What follows belongs to an exercise in optimizing a design on an open flow for small area, a short achievable clock period and few clock cycles; a production flow would make more cautious choices.
The RTL was checked by simulation tests, not by an equivalence proof against the original design.
No activity file was given, so power comes from the tool's default toggle rates.

## job 3122
==> module QUEEN, before the edit <==
module QUEEN(
    clk,
    rst_n,
    in_valid,
    col,
    row,
    in_valid_num,
    in_num,
    out_valid,
    out
);
input               clk, rst_n, in_valid, in_valid_num;
input       [3:0]   col, row;
input       [2:0]   in_num;
output reg          out_valid;
output reg  [3:0]   out;
localparam FC2 = 1;
localparam S_IDLE = 2'd0, S_IN = 2'd1, S_SRCH = 2'd2, S_OUT = 2'd3;
reg  [1:0]  state;
reg  [2:0]  left;             
reg  [11:0] given;
reg  [11:0] M [0:11];
reg  [11:0] c;                
reg  [11:0] act;              
reg  [11:0] n;                
reg  [11:0] n2;               
integer i, j, k;
function [11:0] lowbit;
    input [11:0] x;
    integer b;
    reg seen;
    begin
        seen = 1'b0;
        for (b = 0; b < 12; b = b + 1) begin
            lowbit[b] = x[b] & ~seen;
            seen = seen | x[b];
        end
    end
endfunction
reg [11:0] q  [0:11];
reg [11:0] nx [0:11];
reg [11:0] more;
reg [11:0] R;
reg [22:0] D1, D2;
always @(*) begin
    for (j = 0; j < 12; j = j + 1) begin
        q[j] = lowbit(M[j]);
        nx[j] = M[j] & ~q[j];
        more[j] = |nx[j];
    end
    R = 12'd0; D1 = 23'd0; D2 = 23'd0;
    for (j = 0; j < 12; j = j + 1)
        for (i = 0; i < 12; i = i + 1) begin
            R[i] = R[i] | (q[j][i] & act[j]);
            D1[i + j] = D1[i + j] | (q[j][i] & act[j]);
            D2[i - j + 11] = D2[i - j + 11] | (q[j][i] & act[j]);
        end
end
reg [11:0] avc, avn, avn2, rowok;
reg [11:0] attk;
always @(*) begin
    avc = 12'hfff; avn = 12'hfff; avn2 = 12'hfff; rowok = 12'd0;
    for (k = 0; k < 12; k = k + 1) begin
        for (i = 0; i < 12; i = i + 1)
            attk[i] = R[i] | D1[i + k] | D2[i - k + 11];
        if (c[k]) avc = avc & ~attk;
        if (n[k]) avn = avn & ~attk;
        if (n2[k]) avn2 = avn2 & ~attk;
        if (~act[k] & ~given[k]) rowok = rowok | ~attk;
    end
end
wire dead = |(~R & ~rowok);
reg [11:0] dsel, dsel2;
always @(*) begin
    dsel = 12'd0; dsel2 = 12'd0;
    for (k = 0; k < 12; k = k + 1)
        for (i = k + 1; i < 12; i = i + 1) begin
            if (c[k] & n[i]) dsel[i - k] = 1'b1;
            if (c[k] & n2[i]) dsel2[i - k] = 1'b1;
        end
end
reg [11:0] ok;
reg        okr, okr2;
always @(*) begin
    for (i = 0; i < 12; i = i + 1) begin
        okr = 1'b0; okr2 = 1'b0;
        for (j = 0; j < 12; j = j + 1)
            if (j != i) begin
                okr = okr | (avn[j] & ~dsel[(j > i) ? (j - i) : (i - j)]);
                okr2 = okr2 | (avn2[j] & ~dsel2[(j > i) ? (j - i) : (i - j)]);
            end
        ok[i] = (okr | ~|n) & (FC2 == 0 || okr2 || ~|n2);
    end
end
wire [11:0] cand = avc & ok;
wire        has  = |cand & ~dead;
wire [11:0] free = ~given;
reg  [11:0] above_n, n_adv;
always @(*) begin
    above_n = 12'd0;
    for (i = 1; i < 12; i = i + 1)
        above_n[i] = above_n[i - 1] | n[i - 1];
    n_adv = lowbit(free & above_n & ~n2);
end
reg [11:0] popv, jsel, above_j, A, c_pop, n_pop, n2_pop;
reg        hi;
always @(*) begin
    popv = more & act & free;
    hi = 1'b0;
    for (i = 11; i >= 0; i = i - 1) begin
        above_j[i] = ~hi & ~popv[i];
        jsel[i] = popv[i] & ~hi;
        hi = hi | popv[i];
    end
    A = free & above_j;
    c_pop = lowbit(A);
    n_pop = lowbit(A & ~c_pop);
    n2_pop = lowbit(A & ~c_pop & ~n_pop);
end
reg [3:0]  qenc;
always @(*) begin
    qenc = 4'd0;
    for (i = 0; i < 12; i = i + 1)
        if (R[i]) qenc = qenc | i[3:0];
end
wire [3:0] q0enc = {q[0][8]|q[0][9]|q[0][10]|q[0][11],
                    q[0][4]|q[0][5]|q[0][6]|q[0][7],
                    q[0][2]|q[0][3]|q[0][6]|q[0][7]|q[0][10]|q[0][11],
                    q[0][1]|q[0][3]|q[0][5]|q[0][7]|q[0][9]|q[0][11]};
wire [11:0] col_oh = 12'd1 << col;
wire [11:0] row_oh = 12'd1 << row;
wire        first  = (state == S_IDLE || state == S_IN) && in_valid && in_valid_num;
wire        take   = (state == S_IN) && in_valid;
wire [11:0] given_nx = first ? col_oh : (given | col_oh);
wire [11:0] f1 = lowbit(~given_nx);
wire [11:0] f2 = lowbit(~given_nx & ~f1);
wire [11:0] f3 = lowbit(~given_nx & ~f1 & ~f2);
wire        last_in = first ? (in_num == 3'd1) : (left == 3'd1);
wire srch = (state == S_SRCH);
wire done = srch && has && ~|n;
always @(posedge clk or negedge rst_n) begin
    if (!rst_n) begin
        state <= S_IDLE;
        out_valid <= 1'b0;
        out <= 4'd0;
    end else begin
        case (state)
        S_IDLE: if (first) state <= (in_num == 3'd1) ? S_SRCH : S_IN;
        S_IN:   if (in_valid && last_in) state <= S_SRCH;
        S_SRCH: if (done) begin
                    state <= S_OUT;
                    out_valid <= 1'b1;
                    out <= q0enc;
                end
        S_OUT:  if (~|act) begin
                    state <= S_IDLE;
                    out_valid <= 1'b0;
                    out <= 4'd0;
                end else
                    out <= qenc;
        endcase
    end
end
always @(posedge clk) begin
    if (first || take) begin
        left <= first ? in_num - 3'd1 : left - 3'd1;
        given <= given_nx;
        c <= f1;
        n <= f2;
        n2 <= f3;
        act <= given_nx;
    end else if (state == S_SRCH) begin
        if (has) begin
            c <= n;
            n <= n2;
            n2 <= n_adv;
            act <= done ? 12'd2 : (act | c);
        end else begin
            c <= c_pop;
            n <= n_pop;
            n2 <= n2_pop;
            act <= given | ~above_j;
        end
    end else if (state == S_OUT)
        act <= {act[10:0], 1'b0};
end
wire [11:0] wsel = srch ? c : ((first || take) ? col_oh : 12'd0);
wire [11:0] wbus = srch ? cand : row_oh;
genvar g;
generate
for (g = 0; g < 12; g = g + 1) begin : col_g
    always @(posedge clk) begin
        if (wsel[g])
            M[g] <= wbus;
        else if (srch & jsel[g] & ~has)
            M[g] <= nx[g];
    end
end
endgenerate
endmodule
==> flow/config.mk <==
export PLATFORM = sky130hd
export DESIGN_NAME = QUEEN
export DESIGN_NICKNAME = QUEEN
export VERILOG_FILES = /design/flow/design.v
export SDC_FILE = /design/flow/constraint.sdc
export NUM_CORES = 4
export LEC_CHECK = 0
export ABC_AREA = 1
export CAP_MARGIN = 20
export CORE_MARGIN = 2
export CORE_UTILIZATION = 40
export SETUP_SLACK_MARGIN = 0.6
export SLEW_MARGIN = 20
==> flow/constraint.sdc <==
create_clock -name core_clock -period 6.0 [get_ports {clk}]
set_input_delay 1.2000 -clock core_clock [delete_from_list [all_inputs] [get_ports {clk}]]
set_output_delay 1.2000 -clock core_clock [all_outputs]
set_load 0.01 [all_outputs]
run.sh (not shown) runs the stock make flow with config.mk's settings and CLKGATE_MAP_FILE= SYNTH_SCRIPT=/design/flow/synth_recipe.tcl, a recipe that flattens the netlist after the stock synthesis.
Job 3122 went all the way through the flow, and no timing, DRC or antenna check failed.
Testbench counts of job 3122, summed over its fixed seeds: cycles 113,035.
diff inputs: job 3122 => job 9189
--- a/flow/design.v
+++ b/flow/design.v
@@ -19,14 +19,13 @@
 reg  [1:0]  state;
 reg  [2:0]  left;             
 reg  [11:0] given;
 reg  [11:0] M [0:11];
 reg  [11:0] c;                
 reg  [11:0] act;              
-reg  [11:0] n;                
-reg  [11:0] n2;               
+wire [11:0] n, n2;            
 integer i, j, k;
 function [11:0] lowbit;
     input [11:0] x;
     integer b;
     reg seen;
     begin
@@ -92,33 +91,32 @@
         ok[i] = (okr | ~|n) & (FC2 == 0 || okr2 || ~|n2);
     end
 end
 wire [11:0] cand = avc & ok;
 wire        has  = |cand & ~dead;
 wire [11:0] free = ~given;
-reg  [11:0] above_n, n_adv;
+reg  [11:0] above_c;
 always @(*) begin
-    above_n = 12'd0;
+    above_c = 12'd0;
     for (i = 1; i < 12; i = i + 1)
-        above_n[i] = above_n[i - 1] | n[i - 1];
-    n_adv = lowbit(free & above_n & ~n2);
+        above_c[i] = above_c[i - 1] | c[i - 1];
 end
-reg [11:0] popv, jsel, above_j, A, c_pop, n_pop, n2_pop;
+assign n  = lowbit(free & above_c);
+assign n2 = lowbit(free & above_c & ~n);
+reg [11:0] popv, jsel, above_j, A, c_pop;
 reg        hi;
 always @(*) begin
     popv = more & act & free;
     hi = 1'b0;
     for (i = 11; i >= 0; i = i - 1) begin
         above_j[i] = ~hi & ~popv[i];
         jsel[i] = popv[i] & ~hi;
         hi = hi | popv[i];
     end
     A = free & above_j;
     c_pop = lowbit(A);
-    n_pop = lowbit(A & ~c_pop);
-    n2_pop = lowbit(A & ~c_pop & ~n_pop);
 end
 reg [3:0]  qenc;
 always @(*) begin
     qenc = 4'd0;
     for (i = 0; i < 12; i = i + 1)
         if (R[i]) qenc = qenc | i[3:0];
@@ -130,14 +128,12 @@
 wire [11:0] col_oh = 12'd1 << col;
 wire [11:0] row_oh = 12'd1 << row;
 wire        first  = (state == S_IDLE || state == S_IN) && in_valid && in_valid_num;
 wire        take   = (state == S_IN) && in_valid;
 wire [11:0] given_nx = first ? col_oh : (given | col_oh);
 wire [11:0] f1 = lowbit(~given_nx);
-wire [11:0] f2 = lowbit(~given_nx & ~f1);
-wire [11:0] f3 = lowbit(~given_nx & ~f1 & ~f2);
 wire        last_in = first ? (in_num == 3'd1) : (left == 3'd1);
 wire srch = (state == S_SRCH);
 wire done = srch && has && ~|n;
 always @(posedge clk or negedge rst_n) begin
     if (!rst_n) begin
         state <= S_IDLE;
@@ -163,25 +159,19 @@
 end
 always @(posedge clk) begin
     if (first || take) begin
         left <= first ? in_num - 3'd1 : left - 3'd1;
         given <= given_nx;
         c <= f1;
-        n <= f2;
-        n2 <= f3;
         act <= given_nx;
     end else if (state == S_SRCH) begin
         if (has) begin
             c <= n;
-            n <= n2;
-            n2 <= n_adv;
             act <= done ? 12'd2 : (act | c);
         end else begin
             c <= c_pop;
-            n <= n_pop;
-            n2 <= n2_pop;
             act <= given | ~above_j;
         end
     end else if (state == S_OUT)
         act <= {act[10:0], 1'b0};
 end
 wire [11:0] wsel = srch ? c : ((first || take) ? col_oh : 12'd0);
--- outcome ---
Between job 9189 and job 3122, it is job 9189 whose total power is higher, by about 450%. When the final numbers for job 9189 and job 3122 were put side by side, the count of buffers added by post-CTS timing repair for setup turned out to be greater in job 9189. Going from job 3122 to job 9189, largest net degree at the start of global routing shrinks by 42%. Measured against each other, job 9189 and job 3122 differ in sequential power, the higher figure coming from job 9189. Relative to job 3122, clock share of power has decreased by 44 points in job 9189. Against job 3122 as the reference, job 9189 delivers a lower sequential cell count.
Testbench counts of job 9189, summed over its fixed seeds: cycles 113,035.

[static timing again, ports no longer ideal]
The flow's constraints put no driver on any port. The routed layouts listed below were extracted and timed again, unchanged, in two steps. Step 1: set_driving_cell puts a clkbuf_16 on clk and a buf_2 on each other input, an assumption about the parent block. Step 2 adds t to the input delays and takes it off the output delays; t is the mean of the earliest and latest rising clock arrival at the registers after step 1. Input paths then give back, and output paths get back, about the clock's delay inside the block. a / b / c = ideal ports / drivers / drivers and shift; a / b = the first two.
run	t (ns)	setup slack, ns	slew at the worst register clock pin (ns)
job 3122	0.669	0.740 / 0.740 / 0.740	0.06 / 0.06
job 9189	0.566	0.598 / 0.598 / 0.598	0.09 / 0.09
After both steps setup and hold are still met in every run listed.
